Background: an optimization exercise with open tools, aiming at small area, a short achievable clock period and few clock cycles per item. Do not read the settings as production practice.
The RTL of this run was laid out without a check of its function.
Power figures rest on the tool's default switching activity, not on a simulated workload.

--- flow/flow/run.sh ---
#!/bin/bash
set -euo pipefail
export BUFFER_PORTS_ARGS="-buffer_cell sky130_fd_sc_hd__buf_1"
bash standard.sh finish > orfs_make.log 2>&1
--- flow/standard.sh ---
#!/bin/bash
# synth_recipe.tcl (not shown) runs the flow's synth.tcl, then flattens the netlist and writes it again
# the make line also repeats each setting of config.mk as NAME=value (left out here)
make -C /OpenROAD-flow-scripts/flow DESIGN_CONFIG=/design/flow/config.mk WORK_HOME=/design/flow/orfs CLKGATE_MAP_FILE= SYNTH_SCRIPT=/design/flow/synth_recipe.tcl "${@:-finish}"
--- flow/config.mk ---
export PLATFORM = sky130hd
export DESIGN_NAME = wallace_multi
export DESIGN_NICKNAME = wallace_multi
export VERILOG_FILES = /design/flow/design.v
export SDC_FILE = /design/flow/constraint.sdc
export NUM_CORES = 4
export LEC_CHECK = 0
export CAP_MARGIN = 20
export CORE_MARGIN = 2
export CORE_UTILIZATION = 40
export CTS_BUF_LIST = sky130_fd_sc_hd__clkbuf_8
export CTS_CLUSTER_DIAMETER = 80
export CTS_CLUSTER_SIZE = 16
export SETUP_SLACK_MARGIN = 1.8
export SLEW_MARGIN = 20
export SYNTH_HIERARCHICAL = 1
--- flow/constraint.sdc ---
create_clock -name core_clock -period 4.0 [get_ports {clk}]
set_input_delay 0.8000 -clock core_clock [delete_from_list [all_inputs] [get_ports {clk}]]
set_output_delay 0.8000 -clock core_clock [all_outputs]
set_load 0.01 [all_outputs]
--- flow/design.v ---
module wallace_multi (
    input clk,
    input rst,
    input [15:0] a,
    input [15:0] b,
    output reg [31:0] p,
    output reg done
);
    wire c225;
    wire c227;
    wire c229;
    wire c231;
    wire c233;
    wire c235;
    wire c237;
    wire c239;
    wire c241;
    wire c243;
    wire c245;
    wire c249;
    wire c251;
    wire c253;
    wire c255;
    wire c259;
    wire c261;
    wire c263;
    wire c268;
    wire c271;
    wire c273;
    wire c275;
    wire c277;
    wire c282;
    wire c284;
    wire c286;
    wire c288;
    wire c290;
    wire c295;
    wire c297;
    wire c299;
    wire c301;
    wire c303;
    wire c305;
    wire c310;
    wire c312;
    wire c314;
    wire c316;
    wire c318;
    wire c323;
    wire c327;
    wire c329;
    wire c331;
    wire c333;
    wire c335;
    wire c337;
    wire c342;
    wire c345;
    wire c347;
    wire c349;
    wire c351;
    wire c353;
    wire c355;
    wire c360;
    wire c363;
    wire c365;
    wire c367;
    wire c369;
    wire c371;
    wire c373;
    wire c378;
    wire c382;
    wire c384;
    wire c386;
    wire c388;
    wire c390;
    wire c392;
    wire c394;
    wire c399;
    wire c401;
    wire c403;
    wire c405;
    wire c407;
    wire c409;
    wire c411;
    wire c416;
    wire c419;
    wire c421;
    wire c423;
    wire c425;
    wire c427;
    wire c429;
    wire c434;
    wire c437;
    wire c439;
    wire c441;
    wire c443;
    wire c445;
    wire c450;
    wire c453;
    wire c455;
    wire c457;
    wire c459;
    wire c461;
    wire c466;
    wire c469;
    wire c471;
    wire c473;
    wire c475;
    wire c480;
    wire c483;
    wire c485;
    wire c487;
    wire c489;
    wire c494;
    wire c497;
    wire c499;
    wire c501;
    wire c503;
    wire c507;
    wire c509;
    wire c511;
    wire c513;
    wire c518;
    wire c520;
    wire c522;
    wire c527;
    wire c529;
    wire c531;
    wire c536;
    wire c538;
    wire c540;
    wire c542;
    wire c544;
    wire c546;
    wire c548;
    wire n1;
    wire n2;
    wire n3;
    wire n4;
    wire n5;
    wire n6;
    wire n7;
    wire n8;
    wire n9;
    wire n10;
    wire n11;
    wire n12;
    wire n13;
    wire n14;
    wire n15;
    wire n19;
    wire n22;
    wire n24;
    wire n26;
    wire n28;
    wire n30;
    wire n32;
    wire n34;
    wire n36;
    wire n38;
    wire n40;
    wire n42;
    wire n44;
    wire n46;
    wire n48;
    wire n50;
    wire n51;
    wire n52;
    wire n55;
    wire n57;
    wire n58;
    wire n59;
    wire n60;
    wire n61;
    wire n62;
    wire n63;
    wire n64;
    wire n65;
    wire n66;
    wire n67;
    wire n68;
    wire n69;
    wire n70;
    wire n71;
    wire n72;
    wire n73;
    wire n76;
    wire n78;
    wire n79;
    wire n80;
    wire n81;
    wire n82;
    wire n83;
    wire n84;
    wire n85;
    wire n86;
    wire n87;
    wire n88;
    wire n89;
    wire n90;
    wire n91;
    wire n92;
    wire n93;
    wire n94;
    wire n97;
    wire n99;
    wire n100;
    wire n101;
    wire n102;
    wire n103;
    wire n104;
    wire n105;
    wire n106;
    wire n107;
    wire n108;
    wire n109;
    wire n110;
    wire n111;
    wire n112;
    wire n113;
    wire n114;
    wire n115;
    wire n118;
    wire n120;
    wire n121;
    wire n122;
    wire n123;
    wire n124;
    wire n125;
    wire n126;
    wire n127;
    wire n128;
    wire n129;
    wire n130;
    wire n131;
    wire n132;
    wire n133;
    wire n134;
    wire n135;
    wire n136;
    wire n139;
    wire n141;
    wire n142;
    wire n143;
    wire n144;
    wire n145;
    wire n146;
    wire n147;
    wire n148;
    wire n149;
    wire n150;
    wire n151;
    wire n152;
    wire n153;
    wire n154;
    wire n155;
    wire n156;
    wire n157;
    wire n160;
    wire n162;
    wire n163;
    wire n164;
    wire n165;
    wire n166;
    wire n167;
    wire n168;
    wire n169;
    wire n170;
    wire n171;
    wire n172;
    wire n173;
    wire n174;
    wire n175;
    wire n176;
    wire n177;
    wire n178;
    wire n181;
    wire n183;
    wire n184;
    wire n185;
    wire n186;
    wire n187;
    wire n188;
    wire n189;
    wire n190;
    wire n191;
    wire n192;
    wire n193;
    wire n194;
    wire n195;
    wire n196;
    wire n197;
    wire n198;
    wire n199;
    wire n200;
    wire n201;
    wire n202;
    wire n203;
    wire n204;
    wire n205;
    wire n206;
    wire n207;
    wire n208;
    wire n209;
    wire n210;
    wire n211;
    wire n212;
    wire n213;
    wire n214;
    wire n215;
    wire n216;
    wire n217;
    wire n218;
    wire n219;
    wire n220;
    wire n221;
    wire n222;
    wire n223;
    wire n549;
    wire n550;
    wire n551;
    wire n552;
    wire n553;
    wire n554;
    wire n555;
    wire n556;
    wire n559;
    wire n560;
    wire n562;
    wire n563;
    wire n564;
    wire n565;
    wire n566;
    wire n567;
    wire n568;
    wire n569;
    wire n570;
    wire n571;
    wire n572;
    wire n573;
    wire n574;
    wire n575;
    wire n576;
    wire n577;
    wire n578;
    wire n579;
    wire n580;
    wire n581;
    wire n582;
    wire n583;
    wire n584;
    wire n585;
    wire n586;
    wire n587;
    wire n588;
    wire n589;
    wire n590;
    wire n591;
    wire n592;
    wire n593;
    wire n594;
    wire n595;
    wire n596;
    wire n597;
    wire n598;
    wire n599;
    wire n601;
    wire n602;
    wire n605;
    wire n606;
    wire n609;
    wire n610;
    wire n611;
    wire n612;
    wire n613;
    wire n614;
    wire n615;
    wire n616;
    wire n619;
    wire n621;
    wire n622;
    wire n623;
    wire n624;
    wire n625;
    wire n626;
    wire n627;
    wire n628;
    wire n629;
    wire n633;
    wire n634;
    wire n635;
    wire n636;
    wire n637;
    wire n638;
    wire n639;
    wire n640;
    wire n641;
    wire n642;
    wire n643;
    wire n644;
    wire n645;
    wire n646;
    wire n649;
    wire n651;
    wire n652;
    wire n653;
    wire n654;
    wire n655;
    wire n656;
    wire n657;
    wire n661;
    wire n663;
    wire n666;
    wire n668;
    wire n669;
    wire n670;
    wire n671;
    wire n672;
    wire n673;
    wire n674;
    wire n676;
    wire n678;
    wire n680;
    wire n682;
    wire n685;
    wire n686;
    wire n690;
    wire n691;
    wire n693;
    wire n695;
    wire n697;
    wire n698;
    wire n699;
    wire n700;
    wire n701;
    wire n702;
    wire n703;
    wire n704;
    wire n705;
    wire n706;
    wire n708;
    wire n709;
    wire n710;
    wire n711;
    wire n712;
    wire n713;
    wire n715;
    wire n717;
    wire n718;
    wire n719;
    wire n722;
    wire n723;
    wire n726;
    wire n727;
    wire n730;
    wire n731;
    wire n732;
    wire n733;
    wire n734;
    wire n735;
    wire n736;
    wire n737;
    wire n738;
    wire n739;
    wire n740;
    wire n741;
    wire n744;
    wire n745;
    wire n747;
    wire n748;
    wire n750;
    wire n751;
    wire n754;
    wire n755;
    wire n758;
    wire n759;
    wire n762;
    wire n763;
    wire n766;
    wire n767;
    wire n770;
    wire n771;
    wire n774;
    wire n775;
    wire n778;
    wire n779;
    wire n780;
    wire n781;
    wire n782;
    wire n783;
    wire n784;
    wire n785;
    wire n786;
    wire n787;
    wire n788;
    wire n789;
    wire n792;
    wire n793;
    wire n795;
    wire n796;
    wire n798;
    wire n799;
    wire n800;
    wire n801;
    wire n803;
    wire n804;
    wire n806;
    wire n807;
    wire n809;
    wire n810;
    wire n812;
    wire n813;
    wire n815;
    wire n816;
    wire n818;
    wire n819;
    wire n821;
    reg r16;
    reg r17;
    reg r18;
    reg r20;
    reg r21;
    reg r23;
    reg r25;
    reg r27;
    reg r29;
    reg r31;
    reg r33;
    reg r35;
    reg r37;
    reg r39;
    reg r41;
    reg r43;
    reg r45;
    reg r47;
    reg r49;
    reg r53;
    reg r54;
    reg r56;
    reg r74;
    reg r75;
    reg r77;
    reg r95;
    reg r96;
    reg r98;
    reg r116;
    reg r117;
    reg r119;
    reg r137;
    reg r138;
    reg r140;
    reg r158;
    reg r159;
    reg r161;
    reg r179;
    reg r180;
    reg r182;
    reg r246;
    reg r247;
    reg r256;
    reg r257;
    reg r264;
    reg r265;
    reg r266;
    reg r269;
    reg r278;
    reg r279;
    reg r280;
    reg r291;
    reg r292;
    reg r293;
    reg r306;
    reg r307;
    reg r308;
    reg r319;
    reg r320;
    reg r321;
    reg r324;
    reg r325;
    reg r338;
    reg r339;
    reg r340;
    reg r343;
    reg r356;
    reg r357;
    reg r358;
    reg r361;
    reg r374;
    reg r375;
    reg r376;
    reg r379;
    reg r380;
    reg r395;
    reg r396;
    reg r397;
    reg r412;
    reg r413;
    reg r414;
    reg r417;
    reg r430;
    reg r431;
    reg r432;
    reg r435;
    reg r446;
    reg r447;
    reg r448;
    reg r451;
    reg r462;
    reg r463;
    reg r464;
    reg r467;
    reg r476;
    reg r477;
    reg r478;
    reg r481;
    reg r490;
    reg r491;
    reg r492;
    reg r495;
    reg r504;
    reg r505;
    reg r514;
    reg r515;
    reg r516;
    reg r523;
    reg r524;
    reg r525;
    reg r532;
    reg r533;
    reg r534;
    reg r557;
    reg r558;
    reg r561;
    reg r600;
    reg r603;
    reg r604;
    reg r607;
    reg r608;
    reg r617;
    reg r618;
    reg r620;
    reg r630;
    reg r631;
    reg r632;
    reg r647;
    reg r648;
    reg r650;
    reg r658;
    reg r659;
    reg r660;
    reg r662;
    reg r664;
    reg r665;
    reg r667;
    reg r675;
    reg r677;
    reg r679;
    reg r681;
    reg r683;
    reg r684;
    reg r687;
    reg r688;
    reg r689;
    reg r692;
    reg r694;
    reg r696;
    reg r707;
    reg r714;
    reg r716;
    reg r720;
    reg r721;
    reg r724;
    reg r725;
    reg r728;
    reg r729;
    reg r742;
    reg r743;
    reg r746;
    reg r749;
    reg r752;
    reg r753;
    reg r756;
    reg r757;
    reg r760;
    reg r761;
    reg r764;
    reg r765;
    reg r768;
    reg r769;
    reg r772;
    reg r773;
    reg r776;
    reg r777;
    reg r790;
    reg r791;
    reg r794;
    reg r797;
    reg r802;
    reg r805;
    reg r808;
    reg r811;
    reg r814;
    reg r817;
    reg r820;
    reg r822;
    reg r823;
    reg r824;
    reg r825;
    reg r826;
    reg r827;
    reg r828;
    reg r829;
    reg r830;
    reg r831;
    reg r832;
    reg r833;
    reg r834;
    reg r835;
    reg r836;
    wire s224;
    wire s226;
    wire s228;
    wire s230;
    wire s232;
    wire s234;
    wire s236;
    wire s238;
    wire s240;
    wire s242;
    wire s244;
    wire s248;
    wire s250;
    wire s252;
    wire s254;
    wire s258;
    wire s260;
    wire s262;
    wire s267;
    wire s270;
    wire s272;
    wire s274;
    wire s276;
    wire s281;
    wire s283;
    wire s285;
    wire s287;
    wire s289;
    wire s294;
    wire s296;
    wire s298;
    wire s300;
    wire s302;
    wire s304;
    wire s309;
    wire s311;
    wire s313;
    wire s315;
    wire s317;
    wire s322;
    wire s326;
    wire s328;
    wire s330;
    wire s332;
    wire s334;
    wire s336;
    wire s341;
    wire s344;
    wire s346;
    wire s348;
    wire s350;
    wire s352;
    wire s354;
    wire s359;
    wire s362;
    wire s364;
    wire s366;
    wire s368;
    wire s370;
    wire s372;
    wire s377;
    wire s381;
    wire s383;
    wire s385;
    wire s387;
    wire s389;
    wire s391;
    wire s393;
    wire s398;
    wire s400;
    wire s402;
    wire s404;
    wire s406;
    wire s408;
    wire s410;
    wire s415;
    wire s418;
    wire s420;
    wire s422;
    wire s424;
    wire s426;
    wire s428;
    wire s433;
    wire s436;
    wire s438;
    wire s440;
    wire s442;
    wire s444;
    wire s449;
    wire s452;
    wire s454;
    wire s456;
    wire s458;
    wire s460;
    wire s465;
    wire s468;
    wire s470;
    wire s472;
    wire s474;
    wire s479;
    wire s482;
    wire s484;
    wire s486;
    wire s488;
    wire s493;
    wire s496;
    wire s498;
    wire s500;
    wire s502;
    wire s506;
    wire s508;
    wire s510;
    wire s512;
    wire s517;
    wire s519;
    wire s521;
    wire s526;
    wire s528;
    wire s530;
    wire s535;
    wire s537;
    wire s539;
    wire s541;
    wire s543;
    wire s545;
    wire s547;
    assign n1 = b[1] & ~b[0];
    assign n2 = b[2] ^ b[1];
    assign n3 = (b[3] & ~b[2] & ~b[1]) | (~b[3] & b[2] & b[1]);
    assign n4 = b[4] ^ b[3];
    assign n5 = (b[5] & ~b[4] & ~b[3]) | (~b[5] & b[4] & b[3]);
    assign n6 = b[6] ^ b[5];
    assign n7 = (b[7] & ~b[6] & ~b[5]) | (~b[7] & b[6] & b[5]);
    assign n8 = b[8] ^ b[7];
    assign n9 = (b[9] & ~b[8] & ~b[7]) | (~b[9] & b[8] & b[7]);
    assign n10 = b[10] ^ b[9];
    assign n11 = (b[11] & ~b[10] & ~b[9]) | (~b[11] & b[10] & b[9]);
    assign n12 = b[12] ^ b[11];
    assign n13 = (b[13] & ~b[12] & ~b[11]) | (~b[13] & b[12] & b[11]);
    assign n14 = b[14] ^ b[13];
    assign n15 = (b[15] & ~b[14] & ~b[13]) | (~b[15] & b[14] & b[13]);
    always @(posedge clk) begin
        r16 <= b[0];
        r17 <= a[0];
        r18 <= b[1];
        r20 <= a[1];
        r21 <= n1;
        r23 <= a[2];
        r25 <= a[3];
        r27 <= a[4];
        r29 <= a[5];
        r31 <= a[6];
        r33 <= a[7];
        r35 <= a[8];
        r37 <= a[9];
        r39 <= a[10];
        r41 <= a[11];
        r43 <= a[12];
        r45 <= a[13];
        r47 <= a[14];
        r49 <= a[15];
        r53 <= n2;
        r54 <= b[3];
        r56 <= n3;
        r74 <= n4;
        r75 <= b[5];
        r77 <= n5;
        r95 <= n6;
        r96 <= b[7];
        r98 <= n7;
        r116 <= n8;
        r117 <= b[9];
        r119 <= n9;
        r137 <= n10;
        r138 <= b[11];
        r140 <= n11;
        r158 <= n12;
        r159 <= b[13];
        r161 <= n13;
        r179 <= n14;
        r180 <= b[15];
        r182 <= n15;
    end
    assign n19 = (r16 & r17) ^ r18;
    mbs un22 (.one(r16), .a1(r20), .two(r21), .a0(r17), .neg(r18), .x(n22));
    mbs un24 (.one(r16), .a1(r23), .two(r21), .a0(r20), .neg(r18), .x(n24));
    mbs un26 (.one(r16), .a1(r25), .two(r21), .a0(r23), .neg(r18), .x(n26));
    mbs un28 (.one(r16), .a1(r27), .two(r21), .a0(r25), .neg(r18), .x(n28));
    mbs un30 (.one(r16), .a1(r29), .two(r21), .a0(r27), .neg(r18), .x(n30));
    mbs un32 (.one(r16), .a1(r31), .two(r21), .a0(r29), .neg(r18), .x(n32));
    mbs un34 (.one(r16), .a1(r33), .two(r21), .a0(r31), .neg(r18), .x(n34));
    mbs un36 (.one(r16), .a1(r35), .two(r21), .a0(r33), .neg(r18), .x(n36));
    mbs un38 (.one(r16), .a1(r37), .two(r21), .a0(r35), .neg(r18), .x(n38));
    mbs un40 (.one(r16), .a1(r39), .two(r21), .a0(r37), .neg(r18), .x(n40));
    mbs un42 (.one(r16), .a1(r41), .two(r21), .a0(r39), .neg(r18), .x(n42));
    mbs un44 (.one(r16), .a1(r43), .two(r21), .a0(r41), .neg(r18), .x(n44));
    mbs un46 (.one(r16), .a1(r45), .two(r21), .a0(r43), .neg(r18), .x(n46));
    mbs un48 (.one(r16), .a1(r47), .two(r21), .a0(r45), .neg(r18), .x(n48));
    mbs un50 (.one(r16), .a1(r49), .two(r21), .a0(r47), .neg(r18), .x(n50));
    assign n51 = (r21 & r49) ^ r18;
    assign n52 = ~r18;
    assign n55 = (r53 & r17) ^ r54;
    mbs un57 (.one(r53), .a1(r20), .two(r56), .a0(r17), .neg(r54), .x(n57));
    mbs un58 (.one(r53), .a1(r23), .two(r56), .a0(r20), .neg(r54), .x(n58));
    mbs un59 (.one(r53), .a1(r25), .two(r56), .a0(r23), .neg(r54), .x(n59));
    mbs un60 (.one(r53), .a1(r27), .two(r56), .a0(r25), .neg(r54), .x(n60));
    mbs un61 (.one(r53), .a1(r29), .two(r56), .a0(r27), .neg(r54), .x(n61));
    mbs un62 (.one(r53), .a1(r31), .two(r56), .a0(r29), .neg(r54), .x(n62));
    mbs un63 (.one(r53), .a1(r33), .two(r56), .a0(r31), .neg(r54), .x(n63));
    mbs un64 (.one(r53), .a1(r35), .two(r56), .a0(r33), .neg(r54), .x(n64));
    mbs un65 (.one(r53), .a1(r37), .two(r56), .a0(r35), .neg(r54), .x(n65));
    mbs un66 (.one(r53), .a1(r39), .two(r56), .a0(r37), .neg(r54), .x(n66));
    mbs un67 (.one(r53), .a1(r41), .two(r56), .a0(r39), .neg(r54), .x(n67));
    mbs un68 (.one(r53), .a1(r43), .two(r56), .a0(r41), .neg(r54), .x(n68));
    mbs un69 (.one(r53), .a1(r45), .two(r56), .a0(r43), .neg(r54), .x(n69));
    mbs un70 (.one(r53), .a1(r47), .two(r56), .a0(r45), .neg(r54), .x(n70));
    mbs un71 (.one(r53), .a1(r49), .two(r56), .a0(r47), .neg(r54), .x(n71));
    assign n72 = (r56 & r49) ^ r54;
    assign n73 = ~r54;
    assign n76 = (r74 & r17) ^ r75;
    mbs un78 (.one(r74), .a1(r20), .two(r77), .a0(r17), .neg(r75), .x(n78));
    mbs un79 (.one(r74), .a1(r23), .two(r77), .a0(r20), .neg(r75), .x(n79));
    mbs un80 (.one(r74), .a1(r25), .two(r77), .a0(r23), .neg(r75), .x(n80));
    mbs un81 (.one(r74), .a1(r27), .two(r77), .a0(r25), .neg(r75), .x(n81));
    mbs un82 (.one(r74), .a1(r29), .two(r77), .a0(r27), .neg(r75), .x(n82));
    mbs un83 (.one(r74), .a1(r31), .two(r77), .a0(r29), .neg(r75), .x(n83));
    mbs un84 (.one(r74), .a1(r33), .two(r77), .a0(r31), .neg(r75), .x(n84));
    mbs un85 (.one(r74), .a1(r35), .two(r77), .a0(r33), .neg(r75), .x(n85));
    mbs un86 (.one(r74), .a1(r37), .two(r77), .a0(r35), .neg(r75), .x(n86));
    mbs un87 (.one(r74), .a1(r39), .two(r77), .a0(r37), .neg(r75), .x(n87));
    mbs un88 (.one(r74), .a1(r41), .two(r77), .a0(r39), .neg(r75), .x(n88));
    mbs un89 (.one(r74), .a1(r43), .two(r77), .a0(r41), .neg(r75), .x(n89));
    mbs un90 (.one(r74), .a1(r45), .two(r77), .a0(r43), .neg(r75), .x(n90));
    mbs un91 (.one(r74), .a1(r47), .two(r77), .a0(r45), .neg(r75), .x(n91));
    mbs un92 (.one(r74), .a1(r49), .two(r77), .a0(r47), .neg(r75), .x(n92));
    assign n93 = (r77 & r49) ^ r75;
    assign n94 = ~r75;
    assign n97 = (r95 & r17) ^ r96;
    mbs un99 (.one(r95), .a1(r20), .two(r98), .a0(r17), .neg(r96), .x(n99));
    mbs un100 (.one(r95), .a1(r23), .two(r98), .a0(r20), .neg(r96), .x(n100));
    mbs un101 (.one(r95), .a1(r25), .two(r98), .a0(r23), .neg(r96), .x(n101));
    mbs un102 (.one(r95), .a1(r27), .two(r98), .a0(r25), .neg(r96), .x(n102));
    mbs un103 (.one(r95), .a1(r29), .two(r98), .a0(r27), .neg(r96), .x(n103));
    mbs un104 (.one(r95), .a1(r31), .two(r98), .a0(r29), .neg(r96), .x(n104));
    mbs un105 (.one(r95), .a1(r33), .two(r98), .a0(r31), .neg(r96), .x(n105));
    mbs un106 (.one(r95), .a1(r35), .two(r98), .a0(r33), .neg(r96), .x(n106));
    mbs un107 (.one(r95), .a1(r37), .two(r98), .a0(r35), .neg(r96), .x(n107));
    mbs un108 (.one(r95), .a1(r39), .two(r98), .a0(r37), .neg(r96), .x(n108));
    mbs un109 (.one(r95), .a1(r41), .two(r98), .a0(r39), .neg(r96), .x(n109));
    mbs un110 (.one(r95), .a1(r43), .two(r98), .a0(r41), .neg(r96), .x(n110));
    mbs un111 (.one(r95), .a1(r45), .two(r98), .a0(r43), .neg(r96), .x(n111));
    mbs un112 (.one(r95), .a1(r47), .two(r98), .a0(r45), .neg(r96), .x(n112));
    mbs un113 (.one(r95), .a1(r49), .two(r98), .a0(r47), .neg(r96), .x(n113));
    assign n114 = (r98 & r49) ^ r96;
    assign n115 = ~r96;
    assign n118 = (r116 & r17) ^ r117;
    mbs un120 (.one(r116), .a1(r20), .two(r119), .a0(r17), .neg(r117), .x(n120));
    mbs un121 (.one(r116), .a1(r23), .two(r119), .a0(r20), .neg(r117), .x(n121));
    mbs un122 (.one(r116), .a1(r25), .two(r119), .a0(r23), .neg(r117), .x(n122));
    mbs un123 (.one(r116), .a1(r27), .two(r119), .a0(r25), .neg(r117), .x(n123));
    mbs un124 (.one(r116), .a1(r29), .two(r119), .a0(r27), .neg(r117), .x(n124));
    mbs un125 (.one(r116), .a1(r31), .two(r119), .a0(r29), .neg(r117), .x(n125));
    mbs un126 (.one(r116), .a1(r33), .two(r119), .a0(r31), .neg(r117), .x(n126));
    mbs un127 (.one(r116), .a1(r35), .two(r119), .a0(r33), .neg(r117), .x(n127));
    mbs un128 (.one(r116), .a1(r37), .two(r119), .a0(r35), .neg(r117), .x(n128));
    mbs un129 (.one(r116), .a1(r39), .two(r119), .a0(r37), .neg(r117), .x(n129));
    mbs un130 (.one(r116), .a1(r41), .two(r119), .a0(r39), .neg(r117), .x(n130));
    mbs un131 (.one(r116), .a1(r43), .two(r119), .a0(r41), .neg(r117), .x(n131));
    mbs un132 (.one(r116), .a1(r45), .two(r119), .a0(r43), .neg(r117), .x(n132));
    mbs un133 (.one(r116), .a1(r47), .two(r119), .a0(r45), .neg(r117), .x(n133));
    mbs un134 (.one(r116), .a1(r49), .two(r119), .a0(r47), .neg(r117), .x(n134));
    assign n135 = (r119 & r49) ^ r117;
    assign n136 = ~r117;
    assign n139 = (r137 & r17) ^ r138;
    mbs un141 (.one(r137), .a1(r20), .two(r140), .a0(r17), .neg(r138), .x(n141));
    mbs un142 (.one(r137), .a1(r23), .two(r140), .a0(r20), .neg(r138), .x(n142));
    mbs un143 (.one(r137), .a1(r25), .two(r140), .a0(r23), .neg(r138), .x(n143));
    mbs un144 (.one(r137), .a1(r27), .two(r140), .a0(r25), .neg(r138), .x(n144));
    mbs un145 (.one(r137), .a1(r29), .two(r140), .a0(r27), .neg(r138), .x(n145));
    mbs un146 (.one(r137), .a1(r31), .two(r140), .a0(r29), .neg(r138), .x(n146));
    mbs un147 (.one(r137), .a1(r33), .two(r140), .a0(r31), .neg(r138), .x(n147));
    mbs un148 (.one(r137), .a1(r35), .two(r140), .a0(r33), .neg(r138), .x(n148));
    mbs un149 (.one(r137), .a1(r37), .two(r140), .a0(r35), .neg(r138), .x(n149));
    mbs un150 (.one(r137), .a1(r39), .two(r140), .a0(r37), .neg(r138), .x(n150));
    mbs un151 (.one(r137), .a1(r41), .two(r140), .a0(r39), .neg(r138), .x(n151));
    mbs un152 (.one(r137), .a1(r43), .two(r140), .a0(r41), .neg(r138), .x(n152));
    mbs un153 (.one(r137), .a1(r45), .two(r140), .a0(r43), .neg(r138), .x(n153));
    mbs un154 (.one(r137), .a1(r47), .two(r140), .a0(r45), .neg(r138), .x(n154));
    mbs un155 (.one(r137), .a1(r49), .two(r140), .a0(r47), .neg(r138), .x(n155));
    assign n156 = (r140 & r49) ^ r138;
    assign n157 = ~r138;
    assign n160 = (r158 & r17) ^ r159;
    mbs un162 (.one(r158), .a1(r20), .two(r161), .a0(r17), .neg(r159), .x(n162));
    mbs un163 (.one(r158), .a1(r23), .two(r161), .a0(r20), .neg(r159), .x(n163));
    mbs un164 (.one(r158), .a1(r25), .two(r161), .a0(r23), .neg(r159), .x(n164));
    mbs un165 (.one(r158), .a1(r27), .two(r161), .a0(r25), .neg(r159), .x(n165));
    mbs un166 (.one(r158), .a1(r29), .two(r161), .a0(r27), .neg(r159), .x(n166));
    mbs un167 (.one(r158), .a1(r31), .two(r161), .a0(r29), .neg(r159), .x(n167));
    mbs un168 (.one(r158), .a1(r33), .two(r161), .a0(r31), .neg(r159), .x(n168));
    mbs un169 (.one(r158), .a1(r35), .two(r161), .a0(r33), .neg(r159), .x(n169));
    mbs un170 (.one(r158), .a1(r37), .two(r161), .a0(r35), .neg(r159), .x(n170));
    mbs un171 (.one(r158), .a1(r39), .two(r161), .a0(r37), .neg(r159), .x(n171));
    mbs un172 (.one(r158), .a1(r41), .two(r161), .a0(r39), .neg(r159), .x(n172));
    mbs un173 (.one(r158), .a1(r43), .two(r161), .a0(r41), .neg(r159), .x(n173));
    mbs un174 (.one(r158), .a1(r45), .two(r161), .a0(r43), .neg(r159), .x(n174));
    mbs un175 (.one(r158), .a1(r47), .two(r161), .a0(r45), .neg(r159), .x(n175));
    mbs un176 (.one(r158), .a1(r49), .two(r161), .a0(r47), .neg(r159), .x(n176));
    assign n177 = (r161 & r49) ^ r159;
    assign n178 = ~r159;
    assign n181 = (r179 & r17) ^ r180;
    mbs un183 (.one(r179), .a1(r20), .two(r182), .a0(r17), .neg(r180), .x(n183));
    mbs un184 (.one(r179), .a1(r23), .two(r182), .a0(r20), .neg(r180), .x(n184));
    mbs un185 (.one(r179), .a1(r25), .two(r182), .a0(r23), .neg(r180), .x(n185));
    mbs un186 (.one(r179), .a1(r27), .two(r182), .a0(r25), .neg(r180), .x(n186));
    mbs un187 (.one(r179), .a1(r29), .two(r182), .a0(r27), .neg(r180), .x(n187));
    mbs un188 (.one(r179), .a1(r31), .two(r182), .a0(r29), .neg(r180), .x(n188));
    mbs un189 (.one(r179), .a1(r33), .two(r182), .a0(r31), .neg(r180), .x(n189));
    mbs un190 (.one(r179), .a1(r35), .two(r182), .a0(r33), .neg(r180), .x(n190));
    mbs un191 (.one(r179), .a1(r37), .two(r182), .a0(r35), .neg(r180), .x(n191));
    mbs un192 (.one(r179), .a1(r39), .two(r182), .a0(r37), .neg(r180), .x(n192));
    mbs un193 (.one(r179), .a1(r41), .two(r182), .a0(r39), .neg(r180), .x(n193));
    mbs un194 (.one(r179), .a1(r43), .two(r182), .a0(r41), .neg(r180), .x(n194));
    mbs un195 (.one(r179), .a1(r45), .two(r182), .a0(r43), .neg(r180), .x(n195));
    mbs un196 (.one(r179), .a1(r47), .two(r182), .a0(r45), .neg(r180), .x(n196));
    mbs un197 (.one(r179), .a1(r49), .two(r182), .a0(r47), .neg(r180), .x(n197));
    assign n198 = (r182 & r49) ^ r180;
    assign n199 = ~r180;
    assign n200 = r180 & r17;
    assign n201 = r180 & r20;
    assign n202 = r180 & r23;
    assign n203 = r180 & r25;
    assign n204 = r180 & r27;
    assign n205 = r180 & r29;
    assign n206 = r180 & r31;
    assign n207 = r180 & r33;
    assign n208 = r180 & r35;
    assign n209 = r180 & r37;
    assign n210 = r180 & r39;
    assign n211 = r180 & r41;
    assign n212 = r180 & r43;
    assign n213 = r180 & r45;
    assign n214 = r180 & r47;
    assign n215 = r180 & r49;
    assign n216 = ~n201;
    assign n217 = ~n201;
    assign n218 = ~n204;
    assign n219 = ~n206;
    assign n220 = ~n208;
    assign n221 = ~n210;
    assign n222 = ~n212;
    assign n223 = ~n214;
    mha us224 (.a(r54), .b(n24), .s(s224), .co(c225));
    mha us226 (.a(n26), .b(n57), .s(s226), .co(c227));
    mfa us228 (.a(r75), .b(n28), .c(n58), .s(s228), .co(c229));
    mha us230 (.a(n76), .b(c227), .s(s230), .co(c231));
    mfa us232 (.a(n30), .b(n59), .c(n78), .s(s232), .co(c233));
    mfa us234 (.a(c229), .b(s232), .c(c231), .s(s234), .co(c235));
    mfa us236 (.a(r96), .b(n32), .c(n60), .s(s236), .co(c237));
    mfa us238 (.a(n79), .b(n97), .c(c233), .s(s238), .co(c239));
    mha us240 (.a(s236), .b(s238), .s(s240), .co(c241));
    mfa us242 (.a(n34), .b(n61), .c(n80), .s(s242), .co(c243));
    mfa us244 (.a(n99), .b(c237), .c(s242), .s(s244), .co(c245));
    mfa us250 (.a(r117), .b(n36), .c(n62), .s(s250), .co(c251));
    mfa us252 (.a(n81), .b(n100), .c(n118), .s(s252), .co(c253));
    mfa us254 (.a(c243), .b(s250), .c(s252), .s(s254), .co(c255));
    mfa us260 (.a(n38), .b(n63), .c(n82), .s(s260), .co(c261));
    mfa us262 (.a(n101), .b(n120), .c(c251), .s(s262), .co(c263));
    mfa us272 (.a(r138), .b(n40), .c(n64), .s(s272), .co(c273));
    mfa us274 (.a(n83), .b(n102), .c(n121), .s(s274), .co(c275));
    mfa us276 (.a(n139), .b(c261), .c(s272), .s(s276), .co(c277));
    mfa us285 (.a(n42), .b(n65), .c(n84), .s(s285), .co(c286));
    mfa us287 (.a(n103), .b(n122), .c(n141), .s(s287), .co(c288));
    mfa us289 (.a(c273), .b(c275), .c(s285), .s(s289), .co(c290));
    mfa us298 (.a(r159), .b(n44), .c(n66), .s(s298), .co(c299));
    mfa us300 (.a(n85), .b(n104), .c(n123), .s(s300), .co(c301));
    mfa us302 (.a(n142), .b(n160), .c(c286), .s(s302), .co(c303));
    mfa us304 (.a(c288), .b(s298), .c(s300), .s(s304), .co(c305));
    mfa us313 (.a(n46), .b(n67), .c(n86), .s(s313), .co(c314));
    mfa us315 (.a(n105), .b(n124), .c(n143), .s(s315), .co(c316));
    mfa us317 (.a(n162), .b(c299), .c(c301), .s(s317), .co(c318));
    mfa us330 (.a(r180), .b(n48), .c(n68), .s(s330), .co(c331));
    mfa us332 (.a(n87), .b(n106), .c(n125), .s(s332), .co(c333));
    mfa us334 (.a(n144), .b(n163), .c(n181), .s(s334), .co(c335));
    mfa us336 (.a(c314), .b(c316), .c(s330), .s(s336), .co(c337));
    mfa us348 (.a(n50), .b(n69), .c(n88), .s(s348), .co(c349));
    mfa us350 (.a(n107), .b(n126), .c(n145), .s(s350), .co(c351));
    mfa us352 (.a(n164), .b(n183), .c(c331), .s(s352), .co(c353));
    mfa us354 (.a(c333), .b(c335), .c(s348), .s(s354), .co(c355));
    mfa us366 (.a(n200), .b(n51), .c(n70), .s(s366), .co(c367));
    mfa us368 (.a(n89), .b(n108), .c(n127), .s(s368), .co(c369));
    mfa us370 (.a(n146), .b(n165), .c(n184), .s(s370), .co(c371));
    mfa us372 (.a(c349), .b(c351), .c(s366), .s(s372), .co(c373));
    mfa us385 (.a(n52), .b(n216), .c(n71), .s(s385), .co(c386));
    mfa us387 (.a(n90), .b(n109), .c(n128), .s(s387), .co(c388));
    mfa us389 (.a(n147), .b(n166), .c(n185), .s(s389), .co(c390));
    mfa us391 (.a(c367), .b(c369), .c(c371), .s(s391), .co(c392));
    mfa us393 (.a(s385), .b(s387), .c(s389), .s(s393), .co(c394));
    mfa us402 (.a(n202), .b(n217), .c(n72), .s(s402), .co(c403));
    mfa us404 (.a(n91), .b(n110), .c(n129), .s(s404), .co(c405));
    mfa us406 (.a(n148), .b(n167), .c(n186), .s(s406), .co(c407));
    mfa us408 (.a(c386), .b(c388), .c(c390), .s(s408), .co(c409));
    mfa us410 (.a(s402), .b(s404), .c(s406), .s(s410), .co(c411));
    mfa us420 (.a(n73), .b(n203), .c(n201), .s(s420), .co(c421));
    mfa us422 (.a(n92), .b(n111), .c(n130), .s(s422), .co(c423));
    mfa us424 (.a(n149), .b(n168), .c(n187), .s(s424), .co(c425));
    mfa us426 (.a(s420), .b(c403), .c(c405), .s(s426), .co(c427));
    mfa us428 (.a(c407), .b(s422), .c(s424), .s(s428), .co(c429));
    mfa us438 (.a(n218), .b(n93), .c(n112), .s(s438), .co(c439));
    mfa us440 (.a(n131), .b(n150), .c(n169), .s(s440), .co(c441));
    mfa us442 (.a(n188), .b(c421), .c(c423), .s(s442), .co(c443));
    mfa us444 (.a(c425), .b(s438), .c(s440), .s(s444), .co(c445));
    mfa us454 (.a(n94), .b(n205), .c(n204), .s(s454), .co(c455));
    mfa us456 (.a(n113), .b(n132), .c(n151), .s(s456), .co(c457));
    mfa us458 (.a(n170), .b(n189), .c(s454), .s(s458), .co(c459));
    mfa us460 (.a(c439), .b(c441), .c(s456), .s(s460), .co(c461));
    mfa us470 (.a(n219), .b(n114), .c(n133), .s(s470), .co(c471));
    mfa us472 (.a(n152), .b(n171), .c(n190), .s(s472), .co(c473));
    mfa us474 (.a(c455), .b(c457), .c(s470), .s(s474), .co(c475));
    mfa us484 (.a(n115), .b(n207), .c(n206), .s(s484), .co(c485));
    mfa us486 (.a(n134), .b(n153), .c(n172), .s(s486), .co(c487));
    mfa us488 (.a(n191), .b(s484), .c(c471), .s(s488), .co(c489));
    mfa us498 (.a(n220), .b(n135), .c(n154), .s(s498), .co(c499));
    mfa us500 (.a(n173), .b(n192), .c(c485), .s(s500), .co(c501));
    mfa us502 (.a(c487), .b(s498), .c(s500), .s(s502), .co(c503));
    mfa us508 (.a(n136), .b(n209), .c(n208), .s(s508), .co(c509));
    mfa us510 (.a(n155), .b(n174), .c(n193), .s(s510), .co(c511));
    mfa us512 (.a(s508), .b(c499), .c(s510), .s(s512), .co(c513));
    mfa us519 (.a(n221), .b(n156), .c(n175), .s(s519), .co(c520));
    mfa us521 (.a(n194), .b(c509), .c(c511), .s(s521), .co(c522));
    mfa us528 (.a(n157), .b(n211), .c(n210), .s(s528), .co(c529));
    mfa us530 (.a(n176), .b(n195), .c(s528), .s(s530), .co(c531));
    mfa us537 (.a(n222), .b(n177), .c(n196), .s(s537), .co(c538));
    mfa us539 (.a(c529), .b(s537), .c(c531), .s(s539), .co(c540));
    mfa us541 (.a(n178), .b(n213), .c(n212), .s(s541), .co(c542));
    mfa us543 (.a(n197), .b(s541), .c(c538), .s(s543), .co(c544));
    mfa us545 (.a(n223), .b(n198), .c(c542), .s(s545), .co(c546));
    mfa us547 (.a(n199), .b(n215), .c(n214), .s(s547), .co(c548));
    assign n549 = n19 & r18;
    assign n550 = n19 ^ r18;
    assign n551 = n55 & s224;
    assign n552 = n55 ^ s224;
    assign n553 = c225 & s226;
    assign n554 = c225 ^ s226;
    assign n555 = s228 & s230;
    assign n556 = s228 ^ s230;
    assign n610 = c544 ^ s545;
    assign n611 = c546 & s547;
    assign n612 = c546 ^ s547;
    assign n613 = n22 & n549;
    assign n614 = n22 & n550;
    assign n615 = n553 | (n554 & n551);
    assign n616 = n554 & n552;
    assign n652 = n615 | (n616 & n613);
    assign n653 = n616 & n614;
    assign n732 = n551 | (n552 & n613);
    assign n733 = n552 & n614;
    assign n780 = n22 ^ n549;
    assign n781 = n552 ^ n613;
    assign n782 = n554 ^ n732;
    always @(posedge clk) begin
        r246 <= c239;
        r247 <= s244;
        r256 <= c245;
        r257 <= s254;
        r264 <= c253;
        r265 <= s260;
        r266 <= c255;
        r269 <= s262;
        r278 <= s274;
        r279 <= c263;
        r280 <= s276;
        r291 <= s287;
        r292 <= c277;
        r293 <= s289;
        r306 <= c290;
        r307 <= s302;
        r308 <= s304;
        r319 <= s313;
        r320 <= s315;
        r321 <= c303;
        r324 <= c305;
        r325 <= s317;
        r338 <= s332;
        r339 <= s334;
        r340 <= c318;
        r343 <= s336;
        r356 <= s350;
        r357 <= c337;
        r358 <= s352;
        r361 <= s354;
        r374 <= s368;
        r375 <= s370;
        r376 <= c353;
        r379 <= c355;
        r380 <= s372;
        r395 <= c373;
        r396 <= s391;
        r397 <= s393;
        r412 <= c392;
        r413 <= c394;
        r414 <= s408;
        r417 <= s410;
        r430 <= c409;
        r431 <= c411;
        r432 <= s426;
        r435 <= s428;
        r446 <= c427;
        r447 <= c429;
        r448 <= s442;
        r451 <= s444;
        r462 <= s458;
        r463 <= c443;
        r464 <= c445;
        r467 <= s460;
        r476 <= s472;
        r477 <= c459;
        r478 <= c461;
        r481 <= s474;
        r490 <= c473;
        r491 <= s486;
        r492 <= c475;
        r495 <= s488;
        r504 <= c489;
        r505 <= s502;
        r514 <= c501;
        r515 <= s512;
        r516 <= c503;
        r523 <= s519;
        r524 <= c513;
        r525 <= s521;
        r532 <= c520;
        r533 <= s530;
        r534 <= c522;
        r557 <= c235;
        r558 <= s240;
        r561 <= c241;
        r600 <= s539;
        r603 <= c540;
        r604 <= s543;
        r607 <= c544;
        r608 <= s545;
        r617 <= s234;
        r618 <= n555;
        r620 <= n556;
        r647 <= n611;
        r648 <= n612;
        r650 <= n610;
        r675 <= n652;
        r677 <= n653;
        r822 <= n550;
        r824 <= n780;
        r826 <= n781;
        r828 <= n782;
    end
    mha us248 (.a(r246), .b(r247), .s(s248), .co(c249));
    mha us258 (.a(r256), .b(r257), .s(s258), .co(c259));
    mfa us267 (.a(r264), .b(r265), .c(r266), .s(s267), .co(c268));
    mha us270 (.a(r269), .b(c259), .s(s270), .co(c271));
    mfa us281 (.a(r278), .b(r279), .c(r280), .s(s281), .co(c282));
    mfa us283 (.a(c268), .b(s281), .c(c271), .s(s283), .co(c284));
    mfa us294 (.a(r291), .b(r292), .c(r293), .s(s294), .co(c295));
    mha us296 (.a(c282), .b(s294), .s(s296), .co(c297));
    mfa us309 (.a(r306), .b(r307), .c(r308), .s(s309), .co(c310));
    mha us311 (.a(c295), .b(s309), .s(s311), .co(c312));
    mfa us322 (.a(r319), .b(r320), .c(r321), .s(s322), .co(c323));
    mfa us326 (.a(r324), .b(r325), .c(c310), .s(s326), .co(c327));
    mha us328 (.a(s322), .b(c312), .s(s328), .co(c329));
    mfa us341 (.a(r338), .b(r339), .c(r340), .s(s341), .co(c342));
    mfa us344 (.a(r343), .b(c323), .c(s341), .s(s344), .co(c345));
    mfa us346 (.a(c327), .b(s344), .c(c329), .s(s346), .co(c347));
    mfa us359 (.a(r356), .b(r357), .c(r358), .s(s359), .co(c360));
    mfa us362 (.a(r361), .b(c342), .c(s359), .s(s362), .co(c363));
    mha us364 (.a(c345), .b(s362), .s(s364), .co(c365));
    mfa us377 (.a(r374), .b(r375), .c(r376), .s(s377), .co(c378));
    mfa us381 (.a(r379), .b(r380), .c(c360), .s(s381), .co(c382));
    mfa us383 (.a(s377), .b(c363), .c(s381), .s(s383), .co(c384));
    mfa us398 (.a(r395), .b(r396), .c(r397), .s(s398), .co(c399));
    mfa us400 (.a(c378), .b(s398), .c(c382), .s(s400), .co(c401));
    mfa us415 (.a(r412), .b(r413), .c(r414), .s(s415), .co(c416));
    mfa us418 (.a(r417), .b(c399), .c(s415), .s(s418), .co(c419));
    mfa us433 (.a(r430), .b(r431), .c(r432), .s(s433), .co(c434));
    mfa us436 (.a(r435), .b(c416), .c(s433), .s(s436), .co(c437));
    mfa us449 (.a(r446), .b(r447), .c(r448), .s(s449), .co(c450));
    mfa us452 (.a(r451), .b(c434), .c(s449), .s(s452), .co(c453));
    mfa us465 (.a(r462), .b(r463), .c(r464), .s(s465), .co(c466));
    mfa us468 (.a(r467), .b(c450), .c(s465), .s(s468), .co(c469));
    mfa us479 (.a(r476), .b(r477), .c(r478), .s(s479), .co(c480));
    mfa us482 (.a(r481), .b(c466), .c(s479), .s(s482), .co(c483));
    mfa us493 (.a(r490), .b(r491), .c(r492), .s(s493), .co(c494));
    mfa us496 (.a(r495), .b(c480), .c(s493), .s(s496), .co(c497));
    mfa us506 (.a(r504), .b(r505), .c(c494), .s(s506), .co(c507));
    mfa us517 (.a(r514), .b(r515), .c(r516), .s(s517), .co(c518));
    mfa us526 (.a(r523), .b(r524), .c(r525), .s(s526), .co(c527));
    mfa us535 (.a(r532), .b(r533), .c(r534), .s(s535), .co(c536));
    assign n559 = r557 & r558;
    assign n560 = r557 ^ r558;
    assign n562 = r561 & s248;
    assign n563 = r561 ^ s248;
    assign n564 = c249 & s258;
    assign n565 = c249 ^ s258;
    assign n566 = s267 & s270;
    assign n567 = s267 ^ s270;
    assign n568 = c284 & s296;
    assign n569 = c284 ^ s296;
    assign n570 = c297 & s311;
    assign n571 = c297 ^ s311;
    assign n572 = s326 & s328;
    assign n573 = s326 ^ s328;
    assign n574 = c347 & s364;
    assign n575 = c347 ^ s364;
    assign n576 = c365 & s383;
    assign n577 = c365 ^ s383;
    assign n578 = c384 & s400;
    assign n579 = c384 ^ s400;
    assign n580 = c401 & s418;
    assign n581 = c401 ^ s418;
    assign n582 = c419 & s436;
    assign n583 = c419 ^ s436;
    assign n584 = c437 & s452;
    assign n585 = c437 ^ s452;
    assign n586 = c453 & s468;
    assign n587 = c453 ^ s468;
    assign n588 = c469 & s482;
    assign n589 = c469 ^ s482;
    assign n590 = c483 & s496;
    assign n591 = c483 ^ s496;
    assign n592 = c497 & s506;
    assign n593 = c497 ^ s506;
    assign n594 = c507 & s517;
    assign n595 = c507 ^ s517;
    assign n596 = c518 & s526;
    assign n597 = c518 ^ s526;
    assign n598 = c527 & s535;
    assign n599 = c527 ^ s535;
    assign n601 = c536 & r600;
    assign n602 = c536 ^ r600;
    assign n605 = r603 & r604;
    assign n606 = r603 ^ r604;
    assign n609 = r607 & r608;
    assign n619 = r617 & r618;
    assign n621 = r617 & r620;
    assign n622 = n562 | (n563 & n559);
    assign n623 = n563 & n560;
    assign n624 = n566 | (n567 & n564);
    assign n625 = n567 & n565;
    assign n626 = n569 & s283;
    assign n627 = n572 | (n573 & n570);
    assign n628 = n573 & n571;
    assign n629 = n575 & s346;
    assign n634 = n579 & n577;
    assign n635 = n582 | (n583 & n580);
    assign n636 = n583 & n581;
    assign n637 = n586 | (n587 & n584);
    assign n638 = n587 & n585;
    assign n639 = n590 | (n591 & n588);
    assign n640 = n591 & n589;
    assign n641 = n594 | (n595 & n592);
    assign n642 = n595 & n593;
    assign n643 = n598 | (n599 & n596);
    assign n644 = n599 & n597;
    assign n645 = n605 | (n606 & n601);
    assign n646 = n606 & n602;
    assign n649 = r647 | (r648 & n609);
    assign n651 = r648 & r650;
    assign n654 = n622 | (n623 & n619);
    assign n655 = n623 & n621;
    assign n656 = n568 | (n626 & n624);
    assign n657 = n626 & n625;
    assign n669 = n639 | (n640 & n637);
    assign n670 = n640 & n638;
    assign n671 = n643 | (n644 & n641);
    assign n672 = n644 & n642;
    assign n673 = n649 | (n651 & n645);
    assign n674 = n651 & n646;
    assign n676 = n654 | (n655 & r675);
    assign n678 = n655 & r677;
    assign n691 = n674 & n672;
    assign n703 = n656 | (n657 & n676);
    assign n704 = n657 & n678;
    assign n710 = n619 | (n621 & r675);
    assign n711 = n621 & r677;
    assign n712 = n624 | (n625 & n676);
    assign n713 = n625 & n678;
    assign n734 = r618 | (r620 & r675);
    assign n735 = r620 & r677;
    assign n736 = n559 | (n560 & n710);
    assign n737 = n560 & n711;
    assign n738 = n564 | (n565 & n676);
    assign n739 = n565 & n678;
    assign n740 = s283 & n712;
    assign n741 = s283 & n713;
    assign n783 = r620 ^ r675;
    assign n784 = r617 ^ n734;
    assign n785 = n560 ^ n710;
    assign n786 = n563 ^ n736;
    assign n787 = n565 ^ n676;
    assign n788 = n567 ^ n738;
    assign n789 = s283 ^ n712;
    always @(posedge clk) begin
        r630 <= n578;
        r631 <= n579;
        r632 <= n576;
        r658 <= n574;
        r659 <= n629;
        r660 <= n627;
        r662 <= n628;
        r664 <= n635;
        r665 <= n636;
        r667 <= n634;
        r679 <= n656;
        r681 <= n657;
        r683 <= n669;
        r684 <= n670;
        r687 <= n673;
        r688 <= n674;
        r689 <= n671;
        r692 <= n676;
        r694 <= n678;
        r696 <= n691;
        r707 <= n672;
        r714 <= n703;
        r716 <= n704;
        r720 <= n637;
        r721 <= n638;
        r724 <= n641;
        r725 <= n642;
        r728 <= n645;
        r729 <= n646;
        r742 <= n570;
        r743 <= n571;
        r746 <= s346;
        r749 <= n577;
        r752 <= n580;
        r753 <= n581;
        r756 <= n584;
        r757 <= n585;
        r760 <= n588;
        r761 <= n589;
        r764 <= n592;
        r765 <= n593;
        r768 <= n596;
        r769 <= n597;
        r772 <= n601;
        r773 <= n602;
        r776 <= n609;
        r777 <= r650;
        r790 <= n569;
        r791 <= n740;
        r794 <= n573;
        r797 <= n575;
        r802 <= n583;
        r805 <= n587;
        r808 <= n591;
        r811 <= n595;
        r814 <= n599;
        r817 <= n606;
        r820 <= r648;
        r823 <= r822;
        r825 <= r824;
        r827 <= r826;
        r829 <= r828;
        r830 <= n783;
        r831 <= n784;
        r832 <= n785;
        r833 <= n786;
        r834 <= n787;
        r835 <= n788;
        r836 <= n789;
    end
    assign n633 = r630 | (r631 & r632);
    assign n661 = r658 | (r659 & r660);
    assign n663 = r659 & r662;
    assign n666 = r664 | (r665 & n633);
    assign n668 = r665 & r667;
    assign n680 = n661 | (n663 & r679);
    assign n682 = n663 & r681;
    assign n685 = r683 | (r684 & n666);
    assign n686 = r684 & n668;
    assign n690 = r687 | (r688 & r689);
    assign n693 = n680 | (n682 & r692);
    assign n695 = n682 & r694;
    assign n697 = n690 | (r696 & n685);
    assign n698 = r696 & n686;
    assign n699 = n697 | (n698 & n693);
    assign n700 = n698 & n695;
    assign n701 = n685 | (n686 & n693);
    assign n702 = n686 & n695;
    assign n705 = n666 | (n668 & n693);
    assign n706 = n668 & n695;
    assign n708 = r689 | (r707 & n701);
    assign n709 = r707 & n702;
    assign n715 = r660 | (r662 & r714);
    assign n717 = r662 & r716;
    assign n718 = n633 | (r667 & n693);
    assign n719 = r667 & n695;
    assign n722 = r720 | (r721 & n705);
    assign n723 = r721 & n706;
    assign n726 = r724 | (r725 & n701);
    assign n727 = r725 & n702;
    assign n730 = r728 | (r729 & n708);
    assign n731 = r729 & n709;
    assign n744 = r742 | (r743 & r714);
    assign n745 = r743 & r716;
    assign n747 = r746 & n715;
    assign n748 = r746 & n717;
    assign n750 = r632 | (r749 & n693);
    assign n751 = r749 & n695;
    assign n754 = r752 | (r753 & n718);
    assign n755 = r753 & n719;
    assign n758 = r756 | (r757 & n705);
    assign n759 = r757 & n706;
    assign n762 = r760 | (r761 & n722);
    assign n763 = r761 & n723;
    assign n766 = r764 | (r765 & n701);
    assign n767 = r765 & n702;
    assign n770 = r768 | (r769 & n726);
    assign n771 = r769 & n727;
    assign n774 = r772 | (r773 & n708);
    assign n775 = r773 & n709;
    assign n778 = r776 | (r777 & n730);
    assign n779 = r777 & n731;
    assign n792 = r790 ^ r791;
    assign n793 = r743 ^ r714;
    assign n795 = r794 ^ n744;
    assign n796 = r746 ^ n715;
    assign n798 = r797 ^ n747;
    assign n799 = r749 ^ n693;
    assign n800 = r631 ^ n750;
    assign n801 = r753 ^ n718;
    assign n803 = r802 ^ n754;
    assign n804 = r757 ^ n705;
    assign n806 = r805 ^ n758;
    assign n807 = r761 ^ n722;
    assign n809 = r808 ^ n762;
    assign n810 = r765 ^ n701;
    assign n812 = r811 ^ n766;
    assign n813 = r769 ^ n726;
    assign n815 = r814 ^ n770;
    assign n816 = r773 ^ n708;
    assign n818 = r817 ^ n774;
    assign n819 = r777 ^ n730;
    assign n821 = r820 ^ n778;
    always @(posedge clk) p <= {n821, n819, n818, n816, n815, n813, n812, n810, n809, n807, n806, n804, n803, n801, n800, n799, n798, n796, n795, n793, n792, r836, r835, r834, r833, r832, r831, r830, r829, r827, r825, r823};
    reg [2:0] v;
    always @(posedge clk or negedge rst) begin
        if (!rst) begin
            v <= 3'b0;
            done <= 1'b0;
        end else begin
            v <= {v[1:0], 1'b1};
            done <= v[2];
        end
    end
endmodule
module mfa (input a, input b, input c, output s, output co);
    assign s = a ^ b ^ c;
    assign co = (a & b) | (a & c) | (b & c);
endmodule
module mha (input a, input b, output s, output co);
    assign s = a ^ b;
    assign co = a & b;
endmodule
module mbs (input one, input a1, input two, input a0, input neg, output x);
    wire m;
    ma22o u0 (.a(one), .b(a1), .c(two), .d(a0), .y(m));
    mxor u1 (.a(m), .b(neg), .y(x));
endmodule
module ma22o (input a, input b, input c, input d, output y);
    assign y = (a & b) | (c & d);
endmodule
module mxor (input a, input b, output y);
    assign y = a ^ b;
endmodule
==> run summary <==
==> Yosys stat by module, one instance, submodules excluded, excerpt <==
module	copies in the design	cells	flops+latches
mha	11	1	0
ma22o	120	1	0
wallace_multi	1	457	231
mfa	115	1	0
mxor	120	1	0
==> path summary, 6_finish.rpt <==
path	start	endpoint	slack [ns]	depth (start not counted)
setup / recovery	r17	r558	1.79	6
hold / removal	rst	done	0.08	1
setup reg to reg	r17	r558	1.79	6
hold reg to reg	r830	p[4]	0.33	0
max in group asynchronous	rst	v[0]	3.75	1
min in group core_clock	r830	p[4]	0.33	0
==> area by class of cell <==
type / instances / area, µm²
Fill cell: 2439 / 14700
Timing Repair Buffer: 77 / 363
Inverter: 19 / 71.3
Tap cell: 341 / 427
Clock buffer: 19 / 262
Sequential cell: 231 / 4720
Clock inverter: 3 / 16.3
Multi-Input combinational cell: 569 / 6190
==> stage by stage <==
step                      area [µm²]  hold slack [ns]  cells
final                          12100           0.0818   1259
after global routing           12100           0.0578   1259
after CTS                      12000           0.0443   1253
after detailed placement       11600            0.312   1230
after global placement         11600            0.311   1230
after floorplan                10900            0.310    823
==> what timing repair did <==
item | 4_1_cts | 5_1_grt
setup buffers | 1 | 6
pin swaps | 3 | 6
setup endpoints to repair | 55 | 15
gates resized for setup | 39 | 13
==> Yosys cell counts (11+ instances only) <==
master | n | area share
o21ai_0 | 12 | 0.0055
a21o_1 | 15 | 0.010
xor2_1 | 134 | 0.11
a22o_1 | 120 | 0.097
nor2_1 | 11 | 0.0038
dfxtp_1 | 227 | 0.42
ha_1 | 50 | 0.058
fa_1 | 118 | 0.22
inv_1 | 19 | 0.0066
and2_1 | 17 | 0.0098
xnor2_1 | 26 | 0.021
nand2_1 | 27 | 0.0093
==> layer usage <==
layer | track usage | vias to the layer above
li1 | - | 2986
met1 | 0.226 | 3177
met2 | 0.270 | 196
met3 | 0.0327 | 39
met4 | 0.0472 | 0
met5 | 0 | -
==> cell families after synthesis <==
| kind of cell | after synthesis | synth area share |
|---|---|---|
| compound gates | 160 | 0.121 |
| xor+xnor | 160 | 0.129 |
| fa+ha+maj | 168 | 0.275 |
| buf+inv | 23 | 0.00795 |
| flops | 231 | 0.428 |
| other cells | 1 | 0.000345 |
| simple gates | 80 | 0.0385 |
==> placed cells by master, fill, tap and decap left out, types with 4 or more instances in the layout <==
| master | count |
|---|---|
| a21o_1 | 15 |
| a21oi_1 | 5 |
| a22o_1 | 120 |
| and2_1 | 16 |
| buf_1 | 66 |
| buf_4 | 9 |
| clkbuf_8 | 19 |
| dfrtp_1 | 4 |
| dfxtp_1 | 183 |
| dfxtp_2 | 36 |
| dfxtp_4 | 8 |
| fa_1 | 112 |
| fa_2 | 6 |
| ha_1 | 48 |
| inv_1 | 20 |
| nand2_1 | 25 |
| nand2b_1 | 9 |
| nand3b_1 | 7 |
| nor2_1 | 11 |
| o21ai_0 | 12 |
| xnor2_1 | 26 |
| xor2_1 | 134 |
==> power by group through the flow <==
stage	combinational, W	clock, W	sequential, W
floorplan	0.00268	0	0.00384
global placement	0.00381	0	0.00388
detailed placement	0.00384	0	0.00390
CTS	0.00401	0.00124	0.00385
global route	0.00473	0.00133	0.00394
finish	0.00400	0.00116	0.00384
==> worst register-to-register path, delay by kind of cell, from the launching register on <==
family | cells | cell delay (ns)
buffers and inverters | 1 | 0.21
adder cells (fa/ha/maj) | 3 | 1.14
flip-flops | 1 | 0.41
AO/OA/AOI/OAI | 1 | 0.20
XOR/XNOR | 1 | 0.15
==> results.cfg <==
[placed_design]
dpl_worst_slack_ns = 1.54
numPortBuffers = 66
dp_hpwl_um = 15600
gp_congestion = 0.821

[sta]
min_period_ns = 2.21
timing.final.max_slew_violations = 0
worstMarginPinSlew_ns = 0.628
max_slew_margin = 0.581
fin_skew_ns = 0.0207
setup-violations-final = 0
setup_slack_ns = 1.79
max_freq_mhz = 453
fin_crit_sh = 0.552
fin_tns_setup_ns = 0
hold_viol_final = 0
rsz0062_at_grt = yes

[route]
routed_wl_um = 22500
first_iter_violations = 366
dr.pass1.iters = 5
route.layer.met1.wl_um = 10200
top_layer = met4
drt.antenna.violating_nets = 0
avgRoutedWirePerCell_um = 17.9
drcViolationCount = 0
routed-via-count = 6398
vias_per_cell = 5.08
route.met2.wl_um = 10300
wl_met3_um = 1550

[worst_setup_path]
cp_data_arrival_time_ns = 2.64
cp.required_ns = 4.43
path_buf_inv = 1
cpPeakStageDelay_ns = 0.44
path_class = reg2reg
crit_chain = buf_4 > a22o_1 > xor2_1 > fa_1 > fa_1 > ha_1
critPathMostFrequentCell = fa_1
startpoint_type = flip-flop
critPathMaxFanout = 10
crit_family = adder cells
cp_slowest_cell = fa_1
crit_path_end_kind = flip-flop

[synthesis]
synth_area_um2 = 10900
ys_ff_latch = 231
syn-mean-instance-area_um2 = 13.2
synth_cell_types = 29
synth_nets = 1025
synth_edf_count = 0
synthCells = 823
yosysSeqAreaShare = 0.428
ys.flop_type = dfxtp_1
ys_async_sr_fraction = 0.0173
yosys_warnings = 7

[final_layout]
largest_reg_flops = 32
fin_nets = 1118
antenna_cells = 0
regMostFlops = p
area_delta_synth_final_pct = 11.0
utilization = 0.450
reg.largest.list = p: 32 flops, v: 3 flops
drive_gt1_frac = 0.101

[floorplan]
die-area_um2 = 28500
initial_core_util = 0.405
dieWidth_um = 169
coreArea_um2 = 26800
num_rows = 60
io_pins = 67
die_y_um = 169

[global_routing]
grt_max_degree = 20
antenna_found_initial = 0
gr-usage-all-layers = 0.166
grt_pass1_vias = 6906
grt_remaining_overflow = 0
grt_pass1_wl_um = 37500

[cts]
ctsHoldBuffers = 0
clk_pin_slew_ns = 0.10
htree_levels = 1
clock_latency_ns = 0.54
cts_buffers = 18
cts.path.max_buffers = 3
cts_tree = built
cts.sinks = 231
ctsRootBufferMaster = clkbuf_8

[power]
p_clk_frac = 0.129
seqPwrFrac = 0.426
p_total_w = 0.00900
powerDensity_nw_per_um2 = 747
switchingPower_w = 0.00321
p_int_w = 0.00578
ir_drop_v = 0.000373
p_leak_nw = 5.13
swShare = 0.357
power_frac_comb = 0.444

[job]
maxCapViolations = 0

[worst_hold_path]
hold_path.class = in2async

[status]
status = finished clean

[re-timing with driven ports]
Ports are ideal in the flow. The routed layout listed here was re-timed in OpenROAD.
Step 1 sets driving cells, clkbuf_16 on the clock port and buf_2 on the other inputs (assumed; they add their load-dependent delay and slew).
Step 2 adds t to the input delays and takes it off the output delays; t is the mean of the earliest and latest rising clock arrival at the registers after step 1. Input paths then give back, and output paths get back, about the clock's delay inside the block.
Slacks: ideal / step 1 / step 2; pairs: ideal / step 1.
shift t [ns]: 0.576
setup slack, ns: 1.792 / 1.792 / 1.792
clock arrival spread, ns: 0.022 / 0.022
After both steps setup and hold are still met in this run. For this run, drivers alone change the setup slack by 0.000 ns; drivers and shift together by 0.000 ns.
